Source: an optimization exercise on an open RTL-to-GDS flow (aim: a short achievable clock period and few clock cycles per item). Production flows keep margins and buffers that such runs may drop.
The RTL was checked by simulation tests, not by an equivalence proof against the original design.
Power figures rest on the tool's default switching activity, not on a simulated workload.

==> run D: inputs <==
// divider_top
module divider_top (
  input  wire        clk,
  input  wire        rst,
  input  wire        start,
  input  wire [31:0] dividend,
  input  wire [31:0] divisor,
  output wire        ready,
  output reg         done,
  output wire [31:0] quotient
);
  divider u_div (.clk(clk), .dividend(dividend), .divisor(divisor), .quotient(quotient));
  always @(posedge clk) begin
    if (rst)
      done <= 1'b0;
    else
      done <= start;
  end
  assign ready = 1'b1;
endmodule
==> flow/config.mk <==
export PLATFORM = sky130hd
export DESIGN_NAME = divider_top
export DESIGN_NICKNAME = divider_top
export VERILOG_FILES = /design/flow/design.v
export SDC_FILE = /design/flow/constraint.sdc
export NUM_CORES = 4
export LEC_CHECK = 0
export CAP_MARGIN = 40
export CORE_MARGIN = 2
export CORE_UTILIZATION = 35
export CTS_BUF_LIST = sky130_fd_sc_hd__clkbuf_8 sky130_fd_sc_hd__clkbuf_16
export SLEW_MARGIN = 40
==> flow/constraint.sdc <==
create_clock -name core_clock -period 170.0 [get_ports {clk}]
set_input_delay 34.0000 -clock core_clock [delete_from_list [all_inputs] [get_ports {clk}]]
set_output_delay 34.0000 -clock core_clock [all_outputs]
set_load 0.01 [all_outputs]
run.sh (not shown) runs the stock make flow with config.mk's settings and CLKGATE_MAP_FILE= SYNTH_SCRIPT=/design/flow/synth_recipe.tcl, a recipe that flattens the netlist after the stock synthesis.
==> run P: changes against run D <==
==> flow/flow/run.sh (new file) <==
#!/bin/bash
# Standard ORFS layout with two changes to how hard it optimises timing; the SDC,
# the clock period and the synthesis are unchanged:
#  - a setup-slack margin (flow/margin.txt, ns), so that repair_timing keeps
#    improving the critical path well past the loose clock period;
#  - the port buffers are buf_4 cells instead of the default delay-buffer
#    cell that the footprint-matched resizer never swaps out.
set -euo pipefail
MARGIN=$(cat "$(dirname "$0")/margin.txt")
bash standard.sh SETUP_SLACK_MARGIN=$MARGIN \
  "BUFFER_PORTS_ARGS=-buffer_cell sky130_fd_sc_hd__buf_4" finish > standard.log 2>&1
==> flow/flow/margin.txt (new file) <==
128
==> flow/standard.sh (new file) <==
#!/bin/bash
# synth_recipe.tcl (not shown) runs the flow's synth.tcl, then flattens the netlist and writes it again
# the make line also repeats each setting of config.mk as NAME=value (left out here)
make -C /OpenROAD-flow-scripts/flow DESIGN_CONFIG=/design/flow/config.mk WORK_HOME=/design/flow/orfs CLKGATE_MAP_FILE= SYNTH_SCRIPT=/design/flow/synth_recipe.tcl "${@:-finish}"
--- a/flow/config.mk
+++ b/flow/config.mk
@@ -6,7 +6,7 @@
 export NUM_CORES = 4
 export LEC_CHECK = 0
-export CAP_MARGIN = 40
+export CAP_MARGIN = 20
 export CORE_MARGIN = 2
-export CORE_UTILIZATION = 35
+export CORE_UTILIZATION = 45
 export CTS_BUF_LIST = sky130_fd_sc_hd__clkbuf_8 sky130_fd_sc_hd__clkbuf_16
-export SLEW_MARGIN = 40
+export SLEW_MARGIN = 20
removed: flow/run.sh
==> run M: changes against run D <==
--- a/flow/config.mk
+++ b/flow/config.mk
@@ -6,7 +6,7 @@
 export NUM_CORES = 4
 export LEC_CHECK = 0
-export CAP_MARGIN = 40
+export CAP_MARGIN = 20
 export CORE_MARGIN = 2
-export CORE_UTILIZATION = 35
+export CORE_UTILIZATION = 40
 export CTS_BUF_LIST = sky130_fd_sc_hd__clkbuf_8 sky130_fd_sc_hd__clkbuf_16
-export SLEW_MARGIN = 40
+export SLEW_MARGIN = 20
==> impl_results.html <==
<table>
<tr><th>Metric</th><th>Value</th></tr>
<tr><th colspan="2">Status</th></tr>
<tr><td>Run status</td><td>complete, but fails checks</td></tr>
<tr><td>Layout checks that failed</td><td>capacitance limit, slew limit</td></tr>
<tr><th colspan="2">Placement</th></tr>
<tr><td>Worst slack, placed</td><td>116,220 ps</td></tr>
<tr><td>GPL Wtd Cong</td><td>1.08</td></tr>
<tr><th colspan="2">STA</th></tr>
<tr><td>Final worst-path cycle share</td><td>31.5%</td></tr>
<tr><td>Number of max-slew violations in the final report</td><td>2</td></tr>
<tr><th colspan="2">Power and ir drop</th></tr>
<tr><td>Clock-net power</td><td>0.000216 W</td></tr>
<tr><th colspan="2">Flow run</th></tr>
<tr><td>Max-capacitance violation count</td><td>1</td></tr>
<tr><th colspan="2">Setup path</th></tr>
<tr><td>Crit Path Class</td><td>in -&gt; reg</td></tr>
<tr><th colspan="2">Routing</th></tr>
<tr><td>Via-to-Cell Ratio</td><td>6.55</td></tr>
</table>
# the run above: run M

==> impl_results.html <==
<table>
<tr><th>Metric</th><th>Value</th></tr>
<tr><th colspan="2">Status</th></tr>
<tr><td>Run status</td><td>timing/DRC/antenna clean</td></tr>
<tr><th colspan="2">Finish</th></tr>
<tr><td>Area Growth Syn to Fin</td><td>18.8%</td></tr>
<tr><th colspan="2">Placement</th></tr>
<tr><td>Worst slack, placed</td><td>117,000 ps</td></tr>
<tr><td>GPL Wtd Cong</td><td>1.11</td></tr>
<tr><th colspan="2">Setup path</th></tr>
<tr><td>Crit Path Class</td><td>reg -&gt; out</td></tr>
<tr><th colspan="2">Clocking</th></tr>
<tr><td>Number of levels in the clock H-tree</td><td>3</td></tr>
<tr><th colspan="2">Flow run</th></tr>
<tr><td>Max-capacitance violation count</td><td>0</td></tr>
<tr><th colspan="2">Global route</th></tr>
<tr><td>GR Overflow Total</td><td>0</td></tr>
<tr><th colspan="2">STA</th></tr>
<tr><td>Minimum period implied by the final worst setup slack</td><td>48,030 ps</td></tr>
<tr><td>Final worst-path cycle share</td><td>28.3%</td></tr>
<tr><td>Number of max-slew violations in the final report</td><td>0</td></tr>
<tr><th colspan="2">Power and ir drop</th></tr>
<tr><td>Clock-net power</td><td>0.000213 W</td></tr>
<tr><th colspan="2">Synthesis</th></tr>
<tr><td>Most common cell in the netlist</td><td>sky130_fd_sc_hd__ha_1</td></tr>
<tr><th colspan="2">Routing</th></tr>
<tr><td>Drt first pass iters</td><td>13</td></tr>
<tr><td>Amount of wire on met2 after detailed routing</td><td>343,000 um</td></tr>
<tr><td>Via-to-Cell Ratio</td><td>6.78</td></tr>
<tr><th colspan="2">Floorplan</th></tr>
<tr><td>Placeable core area</td><td>0.318 sq mm</td></tr>
</table>
# the run above: run P

==> impl_results.html <==
<table>
<tr><th>Metric</th><th>Value</th></tr>
<tr><th colspan="2">Setup path</th></tr>
<tr><td>Crit Path Class</td><td>reg -&gt; out</td></tr>
<tr><th colspan="2">STA</th></tr>
<tr><td>Number of max-slew violations in the final report</td><td>0</td></tr>
<tr><td>Setup violations, final</td><td>0</td></tr>
<tr><th colspan="2">Placement</th></tr>
<tr><td>Worst slack, placed</td><td>116,750 ps</td></tr>
<tr><td>GPL Wtd Cong</td><td>1.10</td></tr>
<tr><th colspan="2">Clocking</th></tr>
<tr><td>Number of hold buffers added after cts</td><td>0</td></tr>
<tr><th colspan="2">Routing</th></tr>
<tr><td>Via-to-Cell Ratio</td><td>6.32</td></tr>
<tr><th colspan="2">Status</th></tr>
<tr><td>Run status</td><td>timing/DRC/antenna clean</td></tr>
<tr><th colspan="2">Finish</th></tr>
<tr><td>Antenna diode count</td><td>60</td></tr>
<tr><td>Sequential cells</td><td>592</td></tr>
<tr><td>Layout cells sized above 1</td><td>5.90%</td></tr>
<tr><th colspan="2">Flow run</th></tr>
<tr><td>Max-capacitance violation count</td><td>0</td></tr>
<tr><th colspan="2">Synthesis</th></tr>
<tr><td>Async SR Flop Fraction</td><td>0%</td></tr>
<tr><th colspan="2">Hold path</th></tr>
<tr><td>Hold path startpoint</td><td>divisor[21]</td></tr>
<tr><th colspan="2">Power and ir drop</th></tr>
<tr><td>Clock-net power</td><td>0.000209 W</td></tr>
<tr><td>Overall power after layout</td><td>0.00236 W</td></tr>
</table>
# the run above: run D

Testbench counts of run D, summed over its fixed seeds: cycles 1,600, items 1,600.
Testbench counts of run P, summed over its fixed seeds: cycles 1,600, items 1,600.
Testbench counts of run M, summed over its fixed seeds: cycles 1,600, items 1,600.

==> afterwards: timing with drivers on the ports <==
Ports are ideal in the flow. The routed layouts listed here were re-timed in OpenROAD. Step 1 assumes that a clkbuf_16 drives the clock port and a buf_2 every other input. Step 2 times the ports against the registers' clock, not the clock port: input delays grow and output delays shrink by t, the midpoint of the rising clock arrivals with the driver on. a / b / c = no drivers / after step 1 / after step 2; a / b = the first two.
| run | shift t [ns] | slack for setup (ns) | worst hold slack (ns) | worst setup path at the end |
|---|---|---|---|---|
| run D | 1.020 | 117.190 / 117.079 / 116.548 | 33.399 / 33.307 / 34.327 | input to register |
| run P | 0.958 | 121.968 / 121.836 / 121.104 | 33.241 / 33.136 / 34.094 | input to register |
| run M | 0.968 | 116.434 / 116.436 / 115.558 | 33.519 / 33.431 / 34.399 | input to register |
The setup slack of run M, which loses most, moves by +0.002 ns with the drivers and by -0.876 ns with both steps.
